Source: an optimization exercise on an open RTL-to-GDS flow (aim: small area and a short achievable clock period). Production flows keep margins and buffers that such runs may drop. Function was not checked in any run shown here: the RTL went through the layout flow alone.

<file path="design/flow/run.sh">
#!/bin/bash
# synth_recipe.tcl (not shown) runs the flow's synth.tcl, then flattens the netlist and writes it again
# the make line also repeats each setting of config.mk as NAME=value (left out here)
make -C /OpenROAD-flow-scripts/flow DESIGN_CONFIG=/design/flow/config.mk WORK_HOME=/design/flow/orfs CLKGATE_MAP_FILE= SYNTH_SCRIPT=/design/flow/synth_recipe.tcl finish
</file>
<file path="design/flow/design.v">
module booth_mul_top(clk, A, B, m, ov);
	input clk;
	input [15:0] A, B;
	output reg [30:0] m;
	output reg ov;
	reg [15:0] a_q, b_q;
	wire [30:0] m_w;
	wire ov_w;
	BoothMUL mul(.A(a_q), .B(b_q), .m(m_w), .ov(ov_w));
	always @(posedge clk) begin
		a_q <= A;
		b_q <= B;
		m <= m_w;
		ov <= ov_w;
	end
endmodule

module FA(a, b, c, cout, sum);
	input a, b, c;
	output cout, sum;
	assign {cout, sum} = a + b + c;
endmodule
module HA(a, b, cout, sum);
	input a, b;
	output cout, sum;
	assign {cout, sum} = a + b;
endmodule
module BoothMUL(A, B, m, ov);
	input [15:0] A, B;
	output [30:0] m;
	output ov;
	wire ci1;
	wire ci2;
	wire ci3;
	wire ci4;
	wire ci5;
	wire ci6;
	wire ci7;
	wire ci8;
	wire s9;
	wire c10;
	wire s11;
	wire c12;
	wire s13;
	wire c14;
	wire s15;
	wire c16;
	wire s17;
	wire c18;
	wire s19;
	wire c20;
	wire s21;
	wire c22;
	wire s23;
	wire c24;
	wire s25;
	wire c26;
	wire s27;
	wire c28;
	wire s29;
	wire c30;
	wire s31;
	wire c32;
	wire s33;
	wire c34;
	wire s35;
	wire c36;
	wire s37;
	wire c38;
	wire s39;
	wire c40;
	wire s41;
	wire c42;
	wire s43;
	wire c44;
	wire s45;
	wire c46;
	wire s47;
	wire c48;
	wire s49;
	wire c50;
	wire s51;
	wire c52;
	wire s53;
	wire c54;
	wire s55;
	wire c56;
	wire s57;
	wire c58;
	wire s59;
	wire c60;
	wire s61;
	wire c62;
	wire s63;
	wire c64;
	wire s65;
	wire c66;
	wire s67;
	wire c68;
	wire s69;
	wire c70;
	wire s71;
	wire c72;
	wire s73;
	wire c74;
	wire s75;
	wire c76;
	wire s77;
	wire c78;
	wire s79;
	wire c80;
	wire s81;
	wire c82;
	wire s83;
	wire c84;
	wire s85;
	wire c86;
	wire s87;
	wire c88;
	wire s89;
	wire c90;
	wire s91;
	wire c92;
	wire s93;
	wire c94;
	wire s95;
	wire c96;
	wire s97;
	wire c98;
	wire s99;
	wire c100;
	wire s101;
	wire c102;
	wire s103;
	wire c104;
	wire s105;
	wire c106;
	wire s107;
	wire c108;
	wire s109;
	wire c110;
	wire s111;
	wire c112;
	wire s113;
	wire c114;
	wire s115;
	wire c116;
	wire s117;
	wire c118;
	wire s119;
	wire c120;
	wire s121;
	wire c122;
	wire s123;
	wire c124;
	wire s125;
	wire c126;
	wire s127;
	wire c128;
	wire s129;
	wire c130;
	wire s131;
	wire c132;
	wire s133;
	wire c134;
	wire s135;
	wire c136;
	wire s137;
	wire c138;
	wire s139;
	wire c140;
	wire s141;
	wire c142;
	wire s143;
	wire c144;
	wire s145;
	wire c146;
	wire s147;
	wire c148;
	wire s149;
	wire c150;
	wire s151;
	wire c152;
	wire s153;
	wire c154;
	wire s155;
	wire c156;
	wire s157;
	wire c158;
	wire s159;
	wire c160;
	wire s161;
	wire c162;
	wire s163;
	wire c164;
	wire s165;
	wire c166;
	wire s167;
	wire c168;
	wire s169;
	wire c170;
	wire s171;
	wire c172;
	wire s173;
	wire c174;
	wire s175;
	wire c176;
	wire s177;
	wire c178;
	wire s179;
	wire c180;
	wire s181;
	wire c182;
	wire s183;
	wire c184;
	wire s185;
	wire c186;
	wire s187;
	wire c188;
	wire s189;
	wire c190;
	wire s191;
	wire c192;
	wire s193;
	wire c194;
	wire s195;
	wire c196;
	wire s197;
	wire c198;
	wire s199;
	wire c200;
	wire s201;
	wire c202;
	wire s203;
	wire c204;
	wire s205;
	wire c206;
	wire s207;
	wire c208;
	wire s209;
	wire c210;
	wire s211;
	wire c212;
	wire s213;
	wire c214;
	wire s215;
	wire c216;
	wire s217;
	wire c218;
	wire s219;
	wire c220;
	wire s221;
	wire c222;
	wire s223;
	wire c224;
	wire s225;
	wire c226;
	wire s227;
	wire c228;
	wire s229;
	wire c230;
	wire s231;
	wire c232;
	wire s233;
	wire c234;
	wire s235;
	wire c236;
	wire s237;
	wire c238;
	wire s239;
	wire c240;
	wire s241;
	wire c242;
	wire s243;
	wire c244;
	wire s245;
	wire c246;
	wire neg0 = B[1];
	wire one0 = B[0] ^ 1'b0;
	wire two0 = (B[1] & ~B[0] & ~1'b0) | (~B[1] & B[0] & 1'b0);
	wire pp0_0 = ((one0 & A[0]) | (two0 & 1'b0)) ^ neg0;
	wire pp0_1 = ((one0 & A[1]) | (two0 & A[0])) ^ neg0;
	wire pp0_2 = ((one0 & A[2]) | (two0 & A[1])) ^ neg0;
	wire pp0_3 = ((one0 & A[3]) | (two0 & A[2])) ^ neg0;
	wire pp0_4 = ((one0 & A[4]) | (two0 & A[3])) ^ neg0;
	wire pp0_5 = ((one0 & A[5]) | (two0 & A[4])) ^ neg0;
	wire pp0_6 = ((one0 & A[6]) | (two0 & A[5])) ^ neg0;
	wire pp0_7 = ((one0 & A[7]) | (two0 & A[6])) ^ neg0;
	wire pp0_8 = ((one0 & A[8]) | (two0 & A[7])) ^ neg0;
	wire pp0_9 = ((one0 & A[9]) | (two0 & A[8])) ^ neg0;
	wire pp0_10 = ((one0 & A[10]) | (two0 & A[9])) ^ neg0;
	wire pp0_11 = ((one0 & A[11]) | (two0 & A[10])) ^ neg0;
	wire pp0_12 = ((one0 & A[12]) | (two0 & A[11])) ^ neg0;
	wire pp0_13 = ((one0 & A[13]) | (two0 & A[12])) ^ neg0;
	wire pp0_14 = ((one0 & A[14]) | (two0 & A[13])) ^ neg0;
	wire pp0_15 = ((one0 & A[15]) | (two0 & A[14])) ^ neg0;
	wire pp0_16 = ~(((one0 & A[15]) | (two0 & A[15])) ^ neg0);
	wire neg1 = B[3];
	wire one1 = B[2] ^ B[1];
	wire two1 = (B[3] & ~B[2] & ~B[1]) | (~B[3] & B[2] & B[1]);
	wire pp1_0 = ((one1 & A[0]) | (two1 & 1'b0)) ^ neg1;
	wire pp1_1 = ((one1 & A[1]) | (two1 & A[0])) ^ neg1;
	wire pp1_2 = ((one1 & A[2]) | (two1 & A[1])) ^ neg1;
	wire pp1_3 = ((one1 & A[3]) | (two1 & A[2])) ^ neg1;
	wire pp1_4 = ((one1 & A[4]) | (two1 & A[3])) ^ neg1;
	wire pp1_5 = ((one1 & A[5]) | (two1 & A[4])) ^ neg1;
	wire pp1_6 = ((one1 & A[6]) | (two1 & A[5])) ^ neg1;
	wire pp1_7 = ((one1 & A[7]) | (two1 & A[6])) ^ neg1;
	wire pp1_8 = ((one1 & A[8]) | (two1 & A[7])) ^ neg1;
	wire pp1_9 = ((one1 & A[9]) | (two1 & A[8])) ^ neg1;
	wire pp1_10 = ((one1 & A[10]) | (two1 & A[9])) ^ neg1;
	wire pp1_11 = ((one1 & A[11]) | (two1 & A[10])) ^ neg1;
	wire pp1_12 = ((one1 & A[12]) | (two1 & A[11])) ^ neg1;
	wire pp1_13 = ((one1 & A[13]) | (two1 & A[12])) ^ neg1;
	wire pp1_14 = ((one1 & A[14]) | (two1 & A[13])) ^ neg1;
	wire pp1_15 = ((one1 & A[15]) | (two1 & A[14])) ^ neg1;
	wire pp1_16 = ~(((one1 & A[15]) | (two1 & A[15])) ^ neg1);
	wire neg2 = B[5];
	wire one2 = B[4] ^ B[3];
	wire two2 = (B[5] & ~B[4] & ~B[3]) | (~B[5] & B[4] & B[3]);
	wire pp2_0 = ((one2 & A[0]) | (two2 & 1'b0)) ^ neg2;
	wire pp2_1 = ((one2 & A[1]) | (two2 & A[0])) ^ neg2;
	wire pp2_2 = ((one2 & A[2]) | (two2 & A[1])) ^ neg2;
	wire pp2_3 = ((one2 & A[3]) | (two2 & A[2])) ^ neg2;
	wire pp2_4 = ((one2 & A[4]) | (two2 & A[3])) ^ neg2;
	wire pp2_5 = ((one2 & A[5]) | (two2 & A[4])) ^ neg2;
	wire pp2_6 = ((one2 & A[6]) | (two2 & A[5])) ^ neg2;
	wire pp2_7 = ((one2 & A[7]) | (two2 & A[6])) ^ neg2;
	wire pp2_8 = ((one2 & A[8]) | (two2 & A[7])) ^ neg2;
	wire pp2_9 = ((one2 & A[9]) | (two2 & A[8])) ^ neg2;
	wire pp2_10 = ((one2 & A[10]) | (two2 & A[9])) ^ neg2;
	wire pp2_11 = ((one2 & A[11]) | (two2 & A[10])) ^ neg2;
	wire pp2_12 = ((one2 & A[12]) | (two2 & A[11])) ^ neg2;
	wire pp2_13 = ((one2 & A[13]) | (two2 & A[12])) ^ neg2;
	wire pp2_14 = ((one2 & A[14]) | (two2 & A[13])) ^ neg2;
	wire pp2_15 = ((one2 & A[15]) | (two2 & A[14])) ^ neg2;
	wire pp2_16 = ~(((one2 & A[15]) | (two2 & A[15])) ^ neg2);
	wire neg3 = B[7];
	wire one3 = B[6] ^ B[5];
	wire two3 = (B[7] & ~B[6] & ~B[5]) | (~B[7] & B[6] & B[5]);
	wire pp3_0 = ((one3 & A[0]) | (two3 & 1'b0)) ^ neg3;
	wire pp3_1 = ((one3 & A[1]) | (two3 & A[0])) ^ neg3;
	wire pp3_2 = ((one3 & A[2]) | (two3 & A[1])) ^ neg3;
	wire pp3_3 = ((one3 & A[3]) | (two3 & A[2])) ^ neg3;
	wire pp3_4 = ((one3 & A[4]) | (two3 & A[3])) ^ neg3;
	wire pp3_5 = ((one3 & A[5]) | (two3 & A[4])) ^ neg3;
	wire pp3_6 = ((one3 & A[6]) | (two3 & A[5])) ^ neg3;
	wire pp3_7 = ((one3 & A[7]) | (two3 & A[6])) ^ neg3;
	wire pp3_8 = ((one3 & A[8]) | (two3 & A[7])) ^ neg3;
	wire pp3_9 = ((one3 & A[9]) | (two3 & A[8])) ^ neg3;
	wire pp3_10 = ((one3 & A[10]) | (two3 & A[9])) ^ neg3;
	wire pp3_11 = ((one3 & A[11]) | (two3 & A[10])) ^ neg3;
	wire pp3_12 = ((one3 & A[12]) | (two3 & A[11])) ^ neg3;
	wire pp3_13 = ((one3 & A[13]) | (two3 & A[12])) ^ neg3;
	wire pp3_14 = ((one3 & A[14]) | (two3 & A[13])) ^ neg3;
	wire pp3_15 = ((one3 & A[15]) | (two3 & A[14])) ^ neg3;
	wire pp3_16 = ~(((one3 & A[15]) | (two3 & A[15])) ^ neg3);
	wire neg4 = B[9];
	wire one4 = B[8] ^ B[7];
	wire two4 = (B[9] & ~B[8] & ~B[7]) | (~B[9] & B[8] & B[7]);
	wire pp4_0 = ((one4 & A[0]) | (two4 & 1'b0)) ^ neg4;
	wire pp4_1 = ((one4 & A[1]) | (two4 & A[0])) ^ neg4;
	wire pp4_2 = ((one4 & A[2]) | (two4 & A[1])) ^ neg4;
	wire pp4_3 = ((one4 & A[3]) | (two4 & A[2])) ^ neg4;
	wire pp4_4 = ((one4 & A[4]) | (two4 & A[3])) ^ neg4;
	wire pp4_5 = ((one4 & A[5]) | (two4 & A[4])) ^ neg4;
	wire pp4_6 = ((one4 & A[6]) | (two4 & A[5])) ^ neg4;
	wire pp4_7 = ((one4 & A[7]) | (two4 & A[6])) ^ neg4;
	wire pp4_8 = ((one4 & A[8]) | (two4 & A[7])) ^ neg4;
	wire pp4_9 = ((one4 & A[9]) | (two4 & A[8])) ^ neg4;
	wire pp4_10 = ((one4 & A[10]) | (two4 & A[9])) ^ neg4;
	wire pp4_11 = ((one4 & A[11]) | (two4 & A[10])) ^ neg4;
	wire pp4_12 = ((one4 & A[12]) | (two4 & A[11])) ^ neg4;
	wire pp4_13 = ((one4 & A[13]) | (two4 & A[12])) ^ neg4;
	wire pp4_14 = ((one4 & A[14]) | (two4 & A[13])) ^ neg4;
	wire pp4_15 = ((one4 & A[15]) | (two4 & A[14])) ^ neg4;
	wire pp4_16 = ~(((one4 & A[15]) | (two4 & A[15])) ^ neg4);
	wire neg5 = B[11];
	wire one5 = B[10] ^ B[9];
	wire two5 = (B[11] & ~B[10] & ~B[9]) | (~B[11] & B[10] & B[9]);
	wire pp5_0 = ((one5 & A[0]) | (two5 & 1'b0)) ^ neg5;
	wire pp5_1 = ((one5 & A[1]) | (two5 & A[0])) ^ neg5;
	wire pp5_2 = ((one5 & A[2]) | (two5 & A[1])) ^ neg5;
	wire pp5_3 = ((one5 & A[3]) | (two5 & A[2])) ^ neg5;
	wire pp5_4 = ((one5 & A[4]) | (two5 & A[3])) ^ neg5;
	wire pp5_5 = ((one5 & A[5]) | (two5 & A[4])) ^ neg5;
	wire pp5_6 = ((one5 & A[6]) | (two5 & A[5])) ^ neg5;
	wire pp5_7 = ((one5 & A[7]) | (two5 & A[6])) ^ neg5;
	wire pp5_8 = ((one5 & A[8]) | (two5 & A[7])) ^ neg5;
	wire pp5_9 = ((one5 & A[9]) | (two5 & A[8])) ^ neg5;
	wire pp5_10 = ((one5 & A[10]) | (two5 & A[9])) ^ neg5;
	wire pp5_11 = ((one5 & A[11]) | (two5 & A[10])) ^ neg5;
	wire pp5_12 = ((one5 & A[12]) | (two5 & A[11])) ^ neg5;
	wire pp5_13 = ((one5 & A[13]) | (two5 & A[12])) ^ neg5;
	wire pp5_14 = ((one5 & A[14]) | (two5 & A[13])) ^ neg5;
	wire pp5_15 = ((one5 & A[15]) | (two5 & A[14])) ^ neg5;
	wire pp5_16 = ~(((one5 & A[15]) | (two5 & A[15])) ^ neg5);
	wire neg6 = B[13];
	wire one6 = B[12] ^ B[11];
	wire two6 = (B[13] & ~B[12] & ~B[11]) | (~B[13] & B[12] & B[11]);
	wire pp6_0 = ((one6 & A[0]) | (two6 & 1'b0)) ^ neg6;
	wire pp6_1 = ((one6 & A[1]) | (two6 & A[0])) ^ neg6;
	wire pp6_2 = ((one6 & A[2]) | (two6 & A[1])) ^ neg6;
	wire pp6_3 = ((one6 & A[3]) | (two6 & A[2])) ^ neg6;
	wire pp6_4 = ((one6 & A[4]) | (two6 & A[3])) ^ neg6;
	wire pp6_5 = ((one6 & A[5]) | (two6 & A[4])) ^ neg6;
	wire pp6_6 = ((one6 & A[6]) | (two6 & A[5])) ^ neg6;
	wire pp6_7 = ((one6 & A[7]) | (two6 & A[6])) ^ neg6;
	wire pp6_8 = ((one6 & A[8]) | (two6 & A[7])) ^ neg6;
	wire pp6_9 = ((one6 & A[9]) | (two6 & A[8])) ^ neg6;
	wire pp6_10 = ((one6 & A[10]) | (two6 & A[9])) ^ neg6;
	wire pp6_11 = ((one6 & A[11]) | (two6 & A[10])) ^ neg6;
	wire pp6_12 = ((one6 & A[12]) | (two6 & A[11])) ^ neg6;
	wire pp6_13 = ((one6 & A[13]) | (two6 & A[12])) ^ neg6;
	wire pp6_14 = ((one6 & A[14]) | (two6 & A[13])) ^ neg6;
	wire pp6_15 = ((one6 & A[15]) | (two6 & A[14])) ^ neg6;
	wire pp6_16 = ~(((one6 & A[15]) | (two6 & A[15])) ^ neg6);
	wire neg7 = B[15];
	wire one7 = B[14] ^ B[13];
	wire two7 = (B[15] & ~B[14] & ~B[13]) | (~B[15] & B[14] & B[13]);
	wire pp7_0 = ((one7 & A[0]) | (two7 & 1'b0)) ^ neg7;
	wire pp7_1 = ((one7 & A[1]) | (two7 & A[0])) ^ neg7;
	wire pp7_2 = ((one7 & A[2]) | (two7 & A[1])) ^ neg7;
	wire pp7_3 = ((one7 & A[3]) | (two7 & A[2])) ^ neg7;
	wire pp7_4 = ((one7 & A[4]) | (two7 & A[3])) ^ neg7;
	wire pp7_5 = ((one7 & A[5]) | (two7 & A[4])) ^ neg7;
	wire pp7_6 = ((one7 & A[6]) | (two7 & A[5])) ^ neg7;
	wire pp7_7 = ((one7 & A[7]) | (two7 & A[6])) ^ neg7;
	wire pp7_8 = ((one7 & A[8]) | (two7 & A[7])) ^ neg7;
	wire pp7_9 = ((one7 & A[9]) | (two7 & A[8])) ^ neg7;
	wire pp7_10 = ((one7 & A[10]) | (two7 & A[9])) ^ neg7;
	wire pp7_11 = ((one7 & A[11]) | (two7 & A[10])) ^ neg7;
	wire pp7_12 = ((one7 & A[12]) | (two7 & A[11])) ^ neg7;
	wire pp7_13 = ((one7 & A[13]) | (two7 & A[12])) ^ neg7;
	wire pp7_14 = ((one7 & A[14]) | (two7 & A[13])) ^ neg7;
	wire pp7_15 = ((one7 & A[15]) | (two7 & A[14])) ^ neg7;
	wire pp7_16 = ~(((one7 & A[15]) | (two7 & A[15])) ^ neg7);
	assign ci1 = ~pp0_16;
	assign ci2 = ~pp1_15;
	assign ci3 = ~pp2_15;
	assign ci4 = ~pp3_15;
	assign ci5 = ~pp4_15;
	assign ci6 = ~pp5_15;
	assign ci7 = ~pp6_15;
	assign ci8 = ~pp7_15;
	HA ha10(.a(neg5), .b(pp0_10), .cout(c10), .sum(s9));
	HA ha12(.a(pp0_11), .b(pp1_9), .cout(c12), .sum(s11));
	FA fa14(.a(neg6), .b(pp0_12), .c(pp1_10), .cout(c14), .sum(s13));
	HA ha16(.a(pp2_8), .b(pp3_6), .cout(c16), .sum(s15));
	FA fa18(.a(pp0_13), .b(pp1_11), .c(pp2_9), .cout(c18), .sum(s17));
	HA ha20(.a(pp3_7), .b(pp4_5), .cout(c20), .sum(s19));
	FA fa22(.a(neg7), .b(pp0_14), .c(pp1_12), .cout(c22), .sum(s21));
	FA fa24(.a(pp2_10), .b(pp3_8), .c(pp4_6), .cout(c24), .sum(s23));
	HA ha26(.a(pp5_4), .b(pp6_2), .cout(c26), .sum(s25));
	FA fa28(.a(pp0_15), .b(pp1_13), .c(pp2_11), .cout(c28), .sum(s27));
	FA fa30(.a(pp3_9), .b(pp4_7), .c(pp5_5), .cout(c30), .sum(s29));
	HA ha32(.a(pp6_3), .b(pp7_1), .cout(c32), .sum(s31));
	FA fa34(.a(pp1_14), .b(pp2_12), .c(pp3_10), .cout(c34), .sum(s33));
	FA fa36(.a(pp4_8), .b(pp5_6), .c(pp6_4), .cout(c36), .sum(s35));
	HA ha38(.a(pp7_2), .b(ci1), .cout(c38), .sum(s37));
	FA fa40(.a(pp2_13), .b(pp3_11), .c(pp4_9), .cout(c40), .sum(s39));
	FA fa42(.a(pp5_7), .b(pp6_5), .c(pp7_3), .cout(c42), .sum(s41));
	HA ha44(.a(pp0_16), .b(ci2), .cout(c44), .sum(s43));
	FA fa46(.a(pp1_16), .b(pp2_14), .c(pp3_12), .cout(c46), .sum(s45));
	FA fa48(.a(pp4_10), .b(pp5_8), .c(pp6_6), .cout(c48), .sum(s47));
	HA ha50(.a(pp7_4), .b(pp1_15), .cout(c50), .sum(s49));
	FA fa52(.a(pp3_13), .b(pp4_11), .c(pp5_9), .cout(c52), .sum(s51));
	HA ha54(.a(pp6_7), .b(pp7_5), .cout(c54), .sum(s53));
	FA fa56(.a(pp2_16), .b(pp3_14), .c(pp4_12), .cout(c56), .sum(s55));
	HA ha58(.a(pp5_10), .b(pp6_8), .cout(c58), .sum(s57));
	HA ha60(.a(pp4_13), .b(pp5_11), .cout(c60), .sum(s59));
	HA ha62(.a(pp3_16), .b(pp4_14), .cout(c62), .sum(s61));
	HA ha64(.a(neg3), .b(pp0_6), .cout(c64), .sum(s63));
	HA ha66(.a(pp0_7), .b(pp1_5), .cout(c66), .sum(s65));
	FA fa68(.a(neg4), .b(pp0_8), .c(pp1_6), .cout(c68), .sum(s67));
	HA ha70(.a(pp2_4), .b(pp3_2), .cout(c70), .sum(s69));
	FA fa72(.a(pp0_9), .b(pp1_7), .c(pp2_5), .cout(c72), .sum(s71));
	HA ha74(.a(pp3_3), .b(pp4_1), .cout(c74), .sum(s73));
	FA fa76(.a(pp1_8), .b(pp2_6), .c(pp3_4), .cout(c76), .sum(s75));
	FA fa78(.a(pp4_2), .b(pp5_0), .c(s9), .cout(c78), .sum(s77));
	FA fa80(.a(pp2_7), .b(pp3_5), .c(pp4_3), .cout(c80), .sum(s79));
	FA fa82(.a(pp5_1), .b(c10), .c(s11), .cout(c82), .sum(s81));
	FA fa84(.a(pp4_4), .b(pp5_2), .c(pp6_0), .cout(c84), .sum(s83));
	FA fa86(.a(c12), .b(s15), .c(s13), .cout(c86), .sum(s85));
	FA fa88(.a(pp5_3), .b(pp6_1), .c(c16), .cout(c88), .sum(s87));
	FA fa90(.a(s19), .b(c14), .c(s17), .cout(c90), .sum(s89));
	FA fa92(.a(pp7_0), .b(c20), .c(s25), .cout(c92), .sum(s91));
	FA fa94(.a(c18), .b(s21), .c(s23), .cout(c94), .sum(s93));
	FA fa96(.a(c26), .b(s31), .c(c22), .cout(c96), .sum(s95));
	FA fa98(.a(c24), .b(s27), .c(s29), .cout(c98), .sum(s97));
	FA fa100(.a(c32), .b(c28), .c(c30), .cout(c100), .sum(s99));
	FA fa102(.a(s37), .b(s33), .c(s35), .cout(c102), .sum(s101));
	FA fa104(.a(c38), .b(c34), .c(c36), .cout(c104), .sum(s103));
	FA fa106(.a(s43), .b(s39), .c(s41), .cout(c106), .sum(s105));
	FA fa108(.a(c44), .b(s49), .c(c40), .cout(c108), .sum(s107));
	FA fa110(.a(c42), .b(s45), .c(s47), .cout(c110), .sum(s109));
	FA fa112(.a(ci3), .b(c50), .c(s53), .cout(c112), .sum(s111));
	FA fa114(.a(c46), .b(c48), .c(s51), .cout(c114), .sum(s113));
	FA fa116(.a(pp7_6), .b(pp2_15), .c(c54), .cout(c116), .sum(s115));
	FA fa118(.a(s57), .b(c52), .c(s55), .cout(c118), .sum(s117));
	FA fa120(.a(pp6_9), .b(pp7_7), .c(ci4), .cout(c120), .sum(s119));
	FA fa122(.a(c58), .b(s59), .c(c56), .cout(c122), .sum(s121));
	FA fa124(.a(pp5_12), .b(pp6_10), .c(pp7_8), .cout(c124), .sum(s123));
	FA fa126(.a(pp3_15), .b(c60), .c(s61), .cout(c126), .sum(s125));
	FA fa128(.a(pp5_13), .b(pp6_11), .c(pp7_9), .cout(c128), .sum(s127));
	HA ha130(.a(ci5), .b(c62), .cout(c130), .sum(s129));
	FA fa132(.a(pp4_16), .b(pp5_14), .c(pp6_12), .cout(c132), .sum(s131));
	HA ha134(.a(pp7_10), .b(pp4_15), .cout(c134), .sum(s133));
	HA ha136(.a(pp6_13), .b(pp7_11), .cout(c136), .sum(s135));
	HA ha138(.a(pp5_16), .b(pp6_14), .cout(c138), .sum(s137));
	HA ha140(.a(neg2), .b(pp0_4), .cout(c140), .sum(s139));
	HA ha142(.a(pp0_5), .b(pp1_3), .cout(c142), .sum(s141));
	FA fa144(.a(pp1_4), .b(pp2_2), .c(pp3_0), .cout(c144), .sum(s143));
	FA fa146(.a(pp2_3), .b(pp3_1), .c(c64), .cout(c146), .sum(s145));
	FA fa148(.a(pp4_0), .b(c66), .c(s69), .cout(c148), .sum(s147));
	FA fa150(.a(c70), .b(s73), .c(c68), .cout(c150), .sum(s149));
	FA fa152(.a(c74), .b(c72), .c(s75), .cout(c152), .sum(s151));
	FA fa154(.a(c76), .b(s79), .c(c78), .cout(c154), .sum(s153));
	FA fa156(.a(c80), .b(s83), .c(c82), .cout(c156), .sum(s155));
	FA fa158(.a(c84), .b(s87), .c(c86), .cout(c158), .sum(s157));
	FA fa160(.a(c88), .b(s91), .c(c90), .cout(c160), .sum(s159));
	FA fa162(.a(c92), .b(c94), .c(s95), .cout(c162), .sum(s161));
	FA fa164(.a(c96), .b(c98), .c(s99), .cout(c164), .sum(s163));
	FA fa166(.a(c100), .b(c102), .c(s103), .cout(c166), .sum(s165));
	FA fa168(.a(c104), .b(c106), .c(s107), .cout(c168), .sum(s167));
	FA fa170(.a(s111), .b(c108), .c(c110), .cout(c170), .sum(s169));
	FA fa172(.a(s115), .b(c112), .c(c114), .cout(c172), .sum(s171));
	FA fa174(.a(s119), .b(c116), .c(c118), .cout(c174), .sum(s173));
	FA fa176(.a(s123), .b(c120), .c(s125), .cout(c176), .sum(s175));
	FA fa178(.a(c124), .b(s127), .c(s129), .cout(c178), .sum(s177));
	FA fa180(.a(s133), .b(c128), .c(c130), .cout(c180), .sum(s179));
	FA fa182(.a(ci6), .b(c134), .c(s135), .cout(c182), .sum(s181));
	FA fa184(.a(pp7_12), .b(pp5_15), .c(c136), .cout(c184), .sum(s183));
	HA ha186(.a(pp7_13), .b(ci7), .cout(c186), .sum(s185));
	HA ha188(.a(pp6_16), .b(pp7_14), .cout(c188), .sum(s187));
	HA ha190(.a(neg1), .b(pp0_2), .cout(c190), .sum(s189));
	HA ha192(.a(pp0_3), .b(pp1_1), .cout(c192), .sum(s191));
	FA fa194(.a(pp1_2), .b(pp2_0), .c(s139), .cout(c194), .sum(s193));
	FA fa196(.a(pp2_1), .b(c140), .c(s141), .cout(c196), .sum(s195));
	FA fa198(.a(c142), .b(s63), .c(s143), .cout(c198), .sum(s197));
	FA fa200(.a(s65), .b(c144), .c(s145), .cout(c200), .sum(s199));
	FA fa202(.a(s67), .b(c146), .c(s147), .cout(c202), .sum(s201));
	FA fa204(.a(s71), .b(c148), .c(s149), .cout(c204), .sum(s203));
	FA fa206(.a(s77), .b(c150), .c(s151), .cout(c206), .sum(s205));
	FA fa208(.a(s81), .b(c152), .c(s153), .cout(c208), .sum(s207));
	FA fa210(.a(s85), .b(c154), .c(s155), .cout(c210), .sum(s209));
	FA fa212(.a(s89), .b(c156), .c(s157), .cout(c212), .sum(s211));
	FA fa214(.a(s93), .b(c158), .c(s159), .cout(c214), .sum(s213));
	FA fa216(.a(s97), .b(c160), .c(s161), .cout(c216), .sum(s215));
	FA fa218(.a(s101), .b(c162), .c(s163), .cout(c218), .sum(s217));
	FA fa220(.a(s105), .b(c164), .c(s165), .cout(c220), .sum(s219));
	FA fa222(.a(s109), .b(c166), .c(s167), .cout(c222), .sum(s221));
	FA fa224(.a(s113), .b(c168), .c(s169), .cout(c224), .sum(s223));
	FA fa226(.a(s117), .b(c170), .c(s171), .cout(c226), .sum(s225));
	FA fa228(.a(s121), .b(c172), .c(s173), .cout(c228), .sum(s227));
	FA fa230(.a(c122), .b(s175), .c(c174), .cout(c230), .sum(s229));
	FA fa232(.a(c126), .b(s177), .c(c176), .cout(c232), .sum(s231));
	FA fa234(.a(s131), .b(s179), .c(c178), .cout(c234), .sum(s233));
	FA fa236(.a(c132), .b(s181), .c(c180), .cout(c236), .sum(s235));
	FA fa238(.a(s137), .b(s183), .c(c182), .cout(c238), .sum(s237));
	FA fa240(.a(c138), .b(s185), .c(c184), .cout(c240), .sum(s239));
	FA fa242(.a(pp6_15), .b(c186), .c(s187), .cout(c242), .sum(s241));
	HA ha244(.a(ci8), .b(c188), .cout(c244), .sum(s243));
	HA ha246(.a(pp7_16), .b(pp7_15), .cout(c246), .sum(s245));
	wire [31:0] X = {1'b1, s245, s243, s241, s239, s237, s235, s233, s231, s229, c226, c224, c222, c220, c218, c216, c214, c212, c210, c208, c206, c204, c202, c200, c198, c196, c194, c192, c190, pp1_0, pp0_1, neg0};
	wire [31:0] Y = {c246, c244, c242, c240, c238, c236, c234, c232, c230, c228, s227, s225, s223, s221, s219, s217, s215, s213, s211, s209, s207, s205, s203, s201, s199, s197, s195, s193, s191, s189, 1'b0, pp0_0};
	wire [31:0] P;
	assign P = X + Y;
	assign m = P[30:0];
	assign ov = ~P[31];
endmodule
</file>
<file path="design/flow/config.mk">
export PLATFORM = sky130hd
export DESIGN_NAME = booth_mul_top
export DESIGN_NICKNAME = booth_mul_top
export VERILOG_FILES = /design/flow/design.v
export SDC_FILE = /design/flow/constraint.sdc
export NUM_CORES = 4
export LEC_CHECK = 0
export ABC_AREA = 1
export CAP_MARGIN = 20
export CORE_MARGIN = 2
export CORE_UTILIZATION = 50
export SLEW_MARGIN = 80
export SYNTH_HIERARCHICAL = 1
export SYNTH_MINIMUM_KEEP_SIZE = 0
</file>
<file path="design/flow/constraint.sdc">
create_clock -name core_clock -period 12.2 [get_ports {clk}]
set_input_delay 2.4400 -clock core_clock [delete_from_list [all_inputs] [get_ports {clk}]]
set_output_delay 2.4400 -clock core_clock [all_outputs]
set_load 0.01 [all_outputs]
</file>
==> impl_metrics.yaml, run 1 <==
yosys:
  netlist_area_mm2: 0.00794
  ys_ff_latch: 64
  syn_inst: 927
  synth_cell_types: 34
  seq_area_frac_synth_pct: 16.1
  syn_nets: 1110
  syn_avg_cell_area_um2: 8.57
  yosysWarnings: 7
worst_setup_path:
  critPathTopFamily: "adder cells"
  cp_common_cell: "fa_1"
  startpoint_type: "register"
  worstPathRequired_ns: 12.46
  crit_slowest_cell: "fa_1"
  end_kind: "register"
  slowest_delay_ns: 0.51
  path_cells: "buf_6, nand2_1, nand2_1, o21ai_4, buf_2, buf_2, o22ai_1, xor2_1, fa_1, fa_1, fa_1, fa_1, ha_1, nand4_1, nor2_1, nand4_1, nand3_1, xor2_1"
  worst-path-buf-inv: 3
  cp_max_fo: 12
  critPathArrivalTime_ns: 5.53
  path_class: "reg -> reg"
placed_design:
  postPlaceCellArea_mm2: 0.00898
  dp.cells: 1180
  portBuffers: 64
  hpwl_um: 18100
  gp_congestion: 1.01
clocking:
  cts_root_buffer: "clkbuf_16"
  htreeDepth: 3
  numCtsBuffers: 9
  postCtsSetupRepairBufs: 0
  cts.clk_slew.worst_paths_ns: 0.06
  cts_tree: "built"
  clkLatencyLatePin_ns: 0.35
  holdBufCountCts: 0
  ctsLongestPathBuffers: 2
  cts-resized-gates: 0
  cts_num_sinks: 64
drt:
  routed-via-count: 6941
  avgViaCountPerCell: 5.80
  drt_iter0_markers: 636
  dr.pass1.iters: 5
  wl_per_cell_um: 19.3
  drc: 0
  ant_nets: 0
  wl_um: 23100
grt:
  grt_max_degree: 23
  grt_pass1_wl_um: 37000
  overflow: 0
  grt_pass1_vias: 6778
  track_usage_pct: 28.6
  antenna_found_initial: 0
timing:
  max_freq_mhz: 190
  hold_slack_ns: 0.648
  slew_headroom_pct: 79.8
  setup_violations: 0
  tns_ns: 0
  worst_pin_slew_ns: 0.301
  clock_skew_ns: 0.00392
  min_period_over_period_pct: 43.2
  hold_viol_final: 0
  period_minus_slack_ns: 5.27
  grt_setup_unrepaired: "false"
  drv_slew: 0
floorplanning:
  die_w_um: 130
  start_util_pct: 50.5
  die-height_um: 130
  dieArea_mm2: 0.0169
  ioPinCount: 65
  rows: 46
  core_region_area_mm2: 0.0157
finish:
  final_core_util_pct: 59.9
  finalNetCount: 1159
  syn2layout_area_growth_pct: 18.5
  stdcell_count: 1197
  layout-drive-gt1-share_pct: 12.8
  nFillCells: 1460
  final_cell_area_mm2: 0.00941
  antennaDiodeCount: 0
run_status:
  outcome: "finished clean"
flow_run:
  drv_cap: 0
min_path:
  hp-class: "reg -> reg"
## cell usage after synthesis, drive strengths merged
master   count  area, um2
nand2      144        613
xor2       143       1250
o22ai      118        738
fa          90       1800
inv         68        255
dfxtp       64       1280
ha          60        751
nor2        57        214
a21oi       45        225
buf         33        199
o21ai       28        166
nand3       24        125
clkbuf      16       60.1
a211oi       7       52.6
nor3         7       35.0
a21o         4       30.0
nand4        4       25.0
o21a         3       22.5
a21boi       2       15.0
nand3b       2       15.0
xnor2        2       17.5
a31oi        1       6.26
and3         1       6.26
nor4         1       6.26
o2111ai      1       8.76
o211ai       1       12.5
o21bai       1       7.51
## final cells by class
type                    count  area (um2)  area share (%)
clock buffers               9         225            2.39
clock inverters             7         101            1.08
inverters                  68         297            3.15
multi-input cells         746        6400            68.0
flip-flops and latches     64        1300            13.8
well taps                 216         270            2.87
repair buffers             87         817            8.68
## worst register-to-register path, delay by kind of cell (launching register included)
family,cells,cell delay (ns)
fa+ha+maj,5,2.26
xor+xnor,2,0.52
simple gates,6,1.15
buf+inv,3,0.55
flops,1,0.46
compound gates,2,0.23
## worst paths after layout
path | from | endpoint | slack (ns) | depth (start not counted)
max | b_q[5] | m[20] | 6.93 | 18
min | a_q[0] | m[0] | 0.65 | 3
max reg2reg | b_q[5] | m[20] | 6.93 | 18
min reg2reg | a_q[0] | m[0] | 0.65 | 3
## cell usage in the layout, fill, tap and decap left out, types with 3 or more instances in the layout
master and instances:
xor2_1 135, o22ai_1 117, nand2_1 116, fa_1 90
clkdlybuf4s50_1 65, ha_1 60, dfxtp_1 59, inv_1 51
nor2_1 47, a21oi_1 41, nand3_1 23, nand2_2 17
inv_4 16, buf_2 13, nand2_4 11, nor2_2 10
o21ai_1 10, o21ai_0 9, clkbuf_16 9, buf_6 9
xor2_2 8, a211oi_1 7, o21ai_4 7, nor3_1 4
a21o_1 4, nand4_1 4, dfxtp_4 4, nor3_2 3
a21oi_2 3, o21a_1 3, inv_6 3
## layer usage
metal | wire (um) | vias up | part of all wire, % | global-route usage [%]
met4 | 556 | 0 | 2.4 | 8.60
met5 | 0 | - | 0 | 0
met2 | 10500 | 314 | 45 | 44.2
li1 | - | 3233 | - | -
met1 | 10600 | 3350 | 46 | 41.8
met3 | 1490 | 44 | 6.4 | 3.85
## modules after synthesis (local to each module, per instance)
module	copies in the design	flip-flops and latches	cells inside
BoothMUL	1	0	744
booth_mul_top	1	64	64
HA	29	0	1
FA	90	0	1
## kinds of logic (layout without fill, tap and decap cells)
kind of cell | Yosys count | in the layout | share of synthesized area (%)
xor gates and xnor gates | 145 | 145 | 16.0
AOI/OAI and AO/OA | 211 | 211 | 16.2
and+or+nand+nor | 240 | 240 | 13.1
adders and majority gates | 150 | 150 | 32.1
buffers and inverters | 117 | 171 | 6.47
DFF | 64 | 64 | 16.1
## per-stage QoR
step	worst slack [ns]
finish	6.93
global route	6.76
CTS	7.04
detailed placement	7.07
global placement	6.30
floorplan	7.89
## registers in the layout, indices dropped and copies added (netlist names)
signal and cells:
b_q 16, ov 1, a_q 16, m 31
==> run 2, diff against run 1 <==
--- a/design/flow/design.v
+++ b/design/flow/design.v
@@ -566,5 +566,152 @@
 	wire [31:0] Y = {c246, c244, c242, c240, c238, c236, c234, c232, c230, c228, s227, s225, s223, s221, s219, s217, s215, s213, s211, s209, s207, s205, s203, s201, s199, s197, s195, s193, s191, s189, 1'b0, pp0_0};
 	wire [31:0] P;
-	assign P = X + Y;
+	wire [31:0] g = X & Y;
+	wire [31:0] p = X ^ Y;
+	assign G247 = g[1] | (p[1] & g[0]);
+	assign Pq248 = p[1] & p[0];
+	assign G249 = g[3] | (p[3] & g[2]);
+	assign Pq250 = p[3] & p[2];
+	assign G251 = g[5] | (p[5] & g[4]);
+	assign Pq252 = p[5] & p[4];
+	assign G253 = g[7] | (p[7] & g[6]);
+	assign Pq254 = p[7] & p[6];
+	assign G255 = g[9] | (p[9] & g[8]);
+	assign Pq256 = p[9] & p[8];
+	assign G257 = g[11] | (p[11] & g[10]);
+	assign Pq258 = p[11] & p[10];
+	assign G259 = g[13] | (p[13] & g[12]);
+	assign Pq260 = p[13] & p[12];
+	assign G261 = g[15] | (p[15] & g[14]);
+	assign Pq262 = p[15] & p[14];
+	assign G263 = g[17] | (p[17] & g[16]);
+	assign Pq264 = p[17] & p[16];
+	assign G265 = g[19] | (p[19] & g[18]);
+	assign Pq266 = p[19] & p[18];
+	assign G267 = g[21] | (p[21] & g[20]);
+	assign Pq268 = p[21] & p[20];
+	assign G269 = g[23] | (p[23] & g[22]);
+	assign Pq270 = p[23] & p[22];
+	assign G271 = g[25] | (p[25] & g[24]);
+	assign Pq272 = p[25] & p[24];
+	assign G273 = g[27] | (p[27] & g[26]);
+	assign Pq274 = p[27] & p[26];
+	assign G275 = g[29] | (p[29] & g[28]);
+	assign Pq276 = p[29] & p[28];
+	assign G277 = g[31] | (p[31] & g[30]);
+	assign Pq278 = p[31] & p[30];
+	assign G279 = G249 | (Pq250 & G247);
+	assign Pq280 = Pq250 & Pq248;
+	assign G281 = G253 | (Pq254 & G251);
+	assign Pq282 = Pq254 & Pq252;
+	assign G283 = G257 | (Pq258 & G255);
+	assign Pq284 = Pq258 & Pq256;
+	assign G285 = G261 | (Pq262 & G259);
+	assign Pq286 = Pq262 & Pq260;
+	assign G287 = G265 | (Pq266 & G263);
+	assign Pq288 = Pq266 & Pq264;
+	assign G289 = G269 | (Pq270 & G267);
+	assign Pq290 = Pq270 & Pq268;
+	assign G291 = G273 | (Pq274 & G271);
+	assign Pq292 = Pq274 & Pq272;
+	assign G293 = G277 | (Pq278 & G275);
+	assign Pq294 = Pq278 & Pq276;
+	assign G295 = G281 | (Pq282 & G279);
+	assign Pq296 = Pq282 & Pq280;
+	assign G297 = G285 | (Pq286 & G283);
+	assign Pq298 = Pq286 & Pq284;
+	assign G299 = G289 | (Pq290 & G287);
+	assign Pq300 = Pq290 & Pq288;
+	assign G301 = G293 | (Pq294 & G291);
+	assign Pq302 = Pq294 & Pq292;
+	assign G303 = G297 | (Pq298 & G295);
+	assign Pq304 = Pq298 & Pq296;
+	assign G305 = G301 | (Pq302 & G299);
+	assign Pq306 = Pq302 & Pq300;
+	assign G307 = G305 | (Pq306 & G303);
+	assign Pq308 = Pq306 & Pq304;
+	assign G309 = G299 | (Pq300 & G303);
+	assign Pq310 = Pq300 & Pq304;
+	assign G311 = G283 | (Pq284 & G295);
+	assign Pq312 = Pq284 & Pq296;
+	assign G313 = G287 | (Pq288 & G303);
+	assign Pq314 = Pq288 & Pq304;
+	assign G315 = G291 | (Pq292 & G309);
+	assign Pq316 = Pq292 & Pq310;
+	assign G317 = G251 | (Pq252 & G279);
+	assign Pq318 = Pq252 & Pq280;
+	assign G319 = G255 | (Pq256 & G295);
+	assign Pq320 = Pq256 & Pq296;
+	assign G321 = G259 | (Pq260 & G311);
+	assign Pq322 = Pq260 & Pq312;
+	assign G323 = G263 | (Pq264 & G303);
+	assign Pq324 = Pq264 & Pq304;
+	assign G325 = G267 | (Pq268 & G313);
+	assign Pq326 = Pq268 & Pq314;
+	assign G327 = G271 | (Pq272 & G309);
+	assign Pq328 = Pq272 & Pq310;
+	assign G329 = G275 | (Pq276 & G315);
+	assign Pq330 = Pq276 & Pq316;
+	assign G331 = g[2] | (p[2] & G247);
+	assign Pq332 = p[2] & Pq248;
+	assign G333 = g[4] | (p[4] & G279);
+	assign Pq334 = p[4] & Pq280;
+	assign G335 = g[6] | (p[6] & G317);
+	assign Pq336 = p[6] & Pq318;
+	assign G337 = g[8] | (p[8] & G295);
+	assign Pq338 = p[8] & Pq296;
+	assign G339 = g[10] | (p[10] & G319);
+	assign Pq340 = p[10] & Pq320;
+	assign G341 = g[12] | (p[12] & G311);
+	assign Pq342 = p[12] & Pq312;
+	assign G343 = g[14] | (p[14] & G321);
+	assign Pq344 = p[14] & Pq322;
+	assign G345 = g[16] | (p[16] & G303);
+	assign Pq346 = p[16] & Pq304;
+	assign G347 = g[18] | (p[18] & G323);
+	assign Pq348 = p[18] & Pq324;
+	assign G349 = g[20] | (p[20] & G313);
+	assign Pq350 = p[20] & Pq314;
+	assign G351 = g[22] | (p[22] & G325);
+	assign Pq352 = p[22] & Pq326;
+	assign G353 = g[24] | (p[24] & G309);
+	assign Pq354 = p[24] & Pq310;
+	assign G355 = g[26] | (p[26] & G327);
+	assign Pq356 = p[26] & Pq328;
+	assign G357 = g[28] | (p[28] & G315);
+	assign Pq358 = p[28] & Pq316;
+	assign G359 = g[30] | (p[30] & G329);
+	assign Pq360 = p[30] & Pq330;
+	assign P[0] = p[0];
+	assign P[1] = p[1] ^ g[0];
+	assign P[2] = p[2] ^ G247;
+	assign P[3] = p[3] ^ G331;
+	assign P[4] = p[4] ^ G279;
+	assign P[5] = p[5] ^ G333;
+	assign P[6] = p[6] ^ G317;
+	assign P[7] = p[7] ^ G335;
+	assign P[8] = p[8] ^ G295;
+	assign P[9] = p[9] ^ G337;
+	assign P[10] = p[10] ^ G319;
+	assign P[11] = p[11] ^ G339;
+	assign P[12] = p[12] ^ G311;
+	assign P[13] = p[13] ^ G341;
+	assign P[14] = p[14] ^ G321;
+	assign P[15] = p[15] ^ G343;
+	assign P[16] = p[16] ^ G303;
+	assign P[17] = p[17] ^ G345;
+	assign P[18] = p[18] ^ G323;
+	assign P[19] = p[19] ^ G347;
+	assign P[20] = p[20] ^ G313;
+	assign P[21] = p[21] ^ G349;
+	assign P[22] = p[22] ^ G325;
+	assign P[23] = p[23] ^ G351;
+	assign P[24] = p[24] ^ G309;
+	assign P[25] = p[25] ^ G353;
+	assign P[26] = p[26] ^ G327;
+	assign P[27] = p[27] ^ G355;
+	assign P[28] = p[28] ^ G315;
+	assign P[29] = p[29] ^ G357;
+	assign P[30] = p[30] ^ G329;
+	assign P[31] = p[31] ^ G359;
 	assign m = P[30:0];
 	assign ov = ~P[31];
==> run 2 against run 1 <==
Against the previous run: first-iteration DRC count down 37%; clock skew rose by 0.0062 ns; synthesized cell count decreased by 20%; count of clock-buffer cells in the layout rose by 1; wire length fell by 20%; worst hold slack better by 0.0015 ns; synthesized area down 2.2%; via count shrank 20%; cell count is 18% lower; sequential share of layout area rose by 0.57 points; largest cell class unchanged.
==> impl_metrics.yaml, run 2 <==
run_status:
  outcome: "finished clean"
worst_setup_path:
  worstPathRequired_ns: 12.44
  end_kind: "register"
  critPathArrivalTime_ns: 5.78
  startpoint_type: "register"
  path_class: "reg -> reg"
  cp_max_fo: 12
yosys:
  synth_top_area_share_pct: 27.1
  netlist_area_mm2: 0.00776
  seq_area_frac_synth_pct: 16.5
  synth.top_cells.by_count: "xor2_1, fa_1, o22ai_1"
  ys_ff_latch: 64
  synth_top_area_cell: "fa_1"
  synth.most_common_cell: "xor2_1"
  syn_inst: 738
  ys.flop_type: "dfxtp_1"
  ys_async_sr_fraction_pct: 0
  synth_edf_count: 0
  synthTopCellsByArea: "fa_1, dfxtp_1, xor2_1, ha_1, o22ai_2"
  syn_avg_cell_area_um2: 10.5
  yosysWarnings: 121
  synth_cell_types: 33
  syn_nets: 935
finish:
  layout_commonest_cell: "xor2_1"
  largest_reg_flops: 31
  stdcell_count: 981
  final_cell_mix: "xor2_1, fa_1, o22ai_1"
  finalNetCount: 985
  top_regs: "m: 31 flops, a_q: 16 flops, b_q: 16 flops"
  regMostFlops: "m"
  syn2layout_area_growth_pct: 15.3
  layout-drive-gt1-share_pct: 21.1
  antennaDiodeCount: 0
timing:
  setup_violations: 0
  clock_skew_ns: 0.0101
  period_minus_slack_ns: 5.55
  tns_ns: 0
  drv_slew: 0
  min_period_over_period_pct: 45.5
  worst_pin_slew_ns: 0.294
  max_freq_mhz: 180
  hold_viol_final: 0
  grt_setup_unrepaired: "false"
  slew_headroom_pct: 80.4
drt:
  drt_iter0_markers: 402
  wl_um: 18400
  avgViaCountPerCell: 5.64
  wl_per_cell_um: 18.8
  routed-via-count: 5534
  dr.pass1.iters: 5
  ant_nets: 0
  drc: 0
floorplanning:
  die_w_um: 129
  ioPinCount: 65
  rows: 45
  die-height_um: 129
  core_region_area_mm2: 0.0152
  start_util_pct: 51.1
  dieArea_mm2: 0.0165
clocking:
  cts-resized-gates: 0
  ctsLongestPathBuffers: 2
  cts_tree: "built"
  cts_root_buffer: "clkbuf_16"
  postCtsSetupRepairBufs: 0
  numCtsBuffers: 9
  holdBufCountCts: 0
  clkLatencyLatePin_ns: 0.34
  htreeDepth: 3
  cts.clk_slew.worst_paths_ns: 0.06
  cts_num_sinks: 64
grt:
  grt_max_degree: 23
  track_usage_pct: 23.4
  grt_pass1_vias: 5809
  antenna_found_initial: 0
  grt_pass1_wl_um: 30200
  overflow: 0
placed_design:
  portBuffers: 64
  gp_congestion: 0.876
  dp.cells: 964
  hpwl_um: 13700
min_path:
  hp-class: "reg -> reg"
flow_run:
  drv_cap: 0
==> run 2: final timing paths <==
check | cells after the start | slack (ns) | from | end
max | 25 | 6.65 | b_q[3] | m[30]
min | 3 | 0.65 | b_q[0] | m[0]
max reg2reg | 25 | 6.65 | b_q[3] | m[30]
min reg2reg | 3 | 0.65 | b_q[0] | m[0]
==> run 2: metrics by stage <==
stage	util, %	instance area [um2]	hold slack (ns)	setup WS (ns)
floorplan	-	7760	0.568	7.54
global placement	54.9	8340	0.607	6.43
detailed placement	56.5	8590	0.638	6.73
CTS	58.4	8870	0.656	6.70
global route	58.9	8950	0.702	6.31
finish	58.9	8950	0.650	6.65
==> run 2: routing by layer <==
layer / vias up / routed length, um / part of all wire, % / global-route usage (%)
met4: 0 / 192 / 1.0 / 6.33
met3: 16 / 1130 / 6.1 / 4.24
met2: 188 / 8570 / 46 / 37.0
met1: 2751 / 8550 / 46 / 33.5
li1: 2579 / - / - / -
met5: - / 0 / 0 / 0
==> run 2: final cells by class <==
| cell class | instances | area, um2 |
|---|---|---|
| Tap cell | 188 | 235 |
| Timing Repair Buffer | 88 | 818 |
| Clock buffer | 10 | 239 |
| Multi-Input combinational cell | 557 | 6030 |
| Fill cell | 1316 | 6250 |
| Inverter | 68 | 302 |
| Sequential cell | 64 | 1280 |
| Clock inverter | 6 | 43.8 |
==> run 2: logic make-up after synthesis <==
family	count (synthesis)	share of synthesized area, %
buffers and inverters	117	7.91
adder cells (fa/ha/maj)	164	36.6
XOR/XNOR	142	16.0
AND/OR/NAND/NOR	91	5.59
flip-flops	64	16.5
AO/OA/AOI/OAI	160	17.4
==> run 2: per-module statistics from Yosys (local to each module, per instance) <==
| module | area [um2] | cells inside | flops+latches |
|---|---|---|---|
| BoothMUL | 4320 | 555 | 0 |
| FA | 20.0 | 1 | 0 |
| booth_mul_top | 1280 | 64 | 64 |
| HA | 12.5 | 1 | 0 |
==> run 2: worst max-delay path, stage by stage (launching register included) <==
cell     delay (ns)
dfxtp_4        0.46
buf_6          0.19
inv_2          0.09
o21ai_4        0.24
buf_2          0.22
buf_2          0.21
o22ai_1        0.10
xor2_1         0.19
fa_1           0.46
fa_1           0.45
fa_1           0.54
fa_1           0.41
ha_1           0.34
nand2_1        0.08
nor2_1         0.15
inv_1          0.05
nor2_1         0.10
nand2_1        0.07
nand2_2        0.12
nand2_2        0.06
nand2_2        0.13
nand2_2        0.06
nand2_2        0.09
a21oi_2        0.06
fa_1           0.48
inv_1          0.05

## what the ideal ports hide
Ports are ideal in the flow. The routed layouts listed here were re-timed in OpenROAD. Step 1, drivers: a clkbuf_16 drives clk and a buf_2 each remaining input, both assumed. Step 2 moves the port delays by t, midway between the first and last clock arrival at a register: inputs arrive t later, outputs are due t later. That takes back most of the time a late clock gives input paths. Slacks: ideal / step 1 / step 2; pairs: ideal / step 1.
run | t (ns) | setup slack, ns | hold WS [ns] | worst data-port slew with drivers (ns)
run 1 | 0.395 | 6.934 / 6.934 / 6.934 | 0.648 / 0.648 / 0.648 | 0.04
run 2 | 0.383 | 6.652 / 6.652 / 6.652 | 0.650 / 0.650 / 0.650 | 0.04
After both steps setup and hold are still met in every run listed.
